This design comes from an exercise in tuning for small area, a short achievable clock period and few clock cycles per item on the open sky130 flow, not from production work. Power is estimated from default activity; no workload was simulated.

## Processor
module Processor(clk , rst , imem_addr , imem_data , IR , Loaded , Stored , Out , valid) ;
	input clk ;
	input rst ;
	input [15:0] imem_data ;
	output [15:0] imem_addr ;
	output reg valid ;
	output reg [15:0] Out , Stored , Loaded ;
	output reg [15:0] IR ;
	localparam [255:0] RINIT = {
		16'h1984, 16'h3994, 16'h0CDE, 16'h1CBA, 16'h0102, 16'h1A32, 16'h0414, 16'h22DA,
		16'h1C86, 16'h22E0, 16'h0001, 16'h1C3A, 16'h00AA, 16'h0030, 16'h0020, 16'h0010 } ;
	localparam [255:0] MINIT = {
		16'h1984, 16'h0000, 16'h0CDE, 16'h0000, 16'h0102, 16'h1A32, 16'h0000, 16'h22DA,
		16'h0000, 16'h0000, 16'h0000, 16'h1C3A, 16'h00AA, 16'h0000, 16'h0020, 16'h0001 } ;
	reg [15:0] pc ;
	assign imem_addr = pc ;
	reg [255:0] rf ;    
	reg [255:0] dm ;    
	reg rst_q ;
	reg [15:0] IRd ;
	reg [3:0] d_rb ;      
	reg d_sub ;
	reg vd ;
	always @(posedge clk) begin
		IRd <= imem_data ;
		d_rb <= (imem_data[15:12] == 4'd6) ? imem_data[11:8] : imem_data[3:0] ;
		d_sub <= (imem_data[15:12] == 4'd1) ;
		rst_q <= rst ;
		if (rst) begin
			pc <= 16'd0 ;
			vd <= 1'b0 ;
		end else begin
			pc <= pc + 16'd1 ;
			vd <= 1'b1 ;
		end
	end
	wire [3:0] d_op  = IRd[15:12] ;
	wire [3:0] d_rs1 = IRd[7:4] ;
	wire d_and   = (d_op == 4'd2) ;
	wire d_or    = (d_op == 4'd3) ;
	wire d_xor   = (d_op == 4'd4) ;
	wire d_load  = (d_op == 4'd5) ;
	wire d_store = (d_op == 4'd6) ;
	wire d_sum   = !(d_and || d_or || d_xor || d_load || d_store) ;
	reg [15:0] A , Bx ;   
	reg [15:0] IRe ;
	reg ve ;
	reg c_sub , c_and , c_or , c_xor , c_ld , c_st , c_sum ;
	reg ww ;              
	reg [3:0] wrd ;
	wire [15:0] res ;     
	reg [15:0] Am ;       
	reg [15:0] wen ;      
	wire e_wr = ve && !c_st ;    
	wire fwa = e_wr && (IRe[11:8] == d_rs1) ;
	wire fwb = e_wr && (IRe[11:8] == d_rb) ;
	wire [15:0] rfa = (ww && wrd == d_rs1) ? Out : rf[{d_rs1, 4'b0} +: 16] ;
	wire [15:0] rfb = (ww && wrd == d_rb) ? Out : rf[{d_rb, 4'b0} +: 16] ;
	wire [15:0] nA , nBx , nAm ;
	always @(posedge clk) begin
		A <= nA ;
		Am <= nAm ;
  ...
Size in the first run: about 1900 cells after synthesis, roughly 99 I/O pins, roughly 0.029 mm2 of cells after synthesis.
==> flow/config.mk <==
export PLATFORM = sky130hd
export DESIGN_NAME = Processor
export DESIGN_NICKNAME = Processor
export VERILOG_FILES = /design/flow/design.v
export SDC_FILE = /design/flow/constraint.sdc
export NUM_CORES = 4
export LEC_CHECK = 0
export CAP_MARGIN = 20
export CORE_MARGIN = 2
export CORE_UTILIZATION = 65
export SETUP_SLACK_MARGIN = 3.7
export SLEW_MARGIN = 20
export SYNTH_HIERARCHICAL = 1
export SYNTH_MINIMUM_KEEP_SIZE = 0
==> flow/constraint.sdc <==
create_clock -name core_clock -period 6.0 [get_ports {clk}]
set_input_delay 1.2000 -clock core_clock [delete_from_list [all_inputs] [get_ports {clk}]]
set_output_delay 1.2000 -clock core_clock [all_outputs]
set_load 0.01 [all_outputs]
run.sh (not shown) runs the stock make flow with config.mk's settings and CLKGATE_MAP_FILE= SYNTH_SCRIPT=/design/flow/synth_recipe.tcl, a recipe that flattens the netlist after the stock synthesis.
Change:
Settings changed: CTS_CLUSTER_DIAMETER set to 80, CTS_CLUSTER_SIZE set to 25.
Outcome: Routed wire length is lower by a few percent; clock-buffer cell count is lower by 37; sequential share of layout area is higher by 2.7 points; total power is lower by roughly a tenth; area after synthesis does not change; fmax is lower slightly; sequential power is about the same; clock skew stays flat; final area is lower by a few percent; setup slack gets worse by 0.048 ns.
Function was not checked in any run of this note: the RTL went through the layout flow alone.

re-timing with driven ports:
The flow's constraints put no driver on any port. The routed layouts listed below were extracted and timed again, unchanged, in two steps. Step 1 assumes that a clkbuf_16 drives the clock port and a buf_2 every other input. Step 2 adds t to the input delays and takes it off the output delays; t is the mean of the earliest and latest rising clock arrival at the registers after step 1. Input paths then give back, and output paths get back, about the clock's delay inside the block. a / b / c = ideal ports / drivers / drivers and shift; a / b = the first two.
| run | t, ns | slack for setup (ns) | hold slack, ns | worst register clock-pin slew, ns |
|---|---|---|---|---|
| the first run | 0.672 | 3.422 / 3.422 / 3.294 | 0.327 / 0.327 / 0.327 | 0.07 / 0.07 |
| the second run | 0.645 | 3.374 / 3.374 / 3.328 | 0.333 / 0.333 / 0.333 | 0.10 / 0.10 |
After both steps setup and hold are still met in every run listed. For the first run, which loses most, drivers alone change the setup slack by 0.000 ns; drivers and shift together by -0.128 ns.
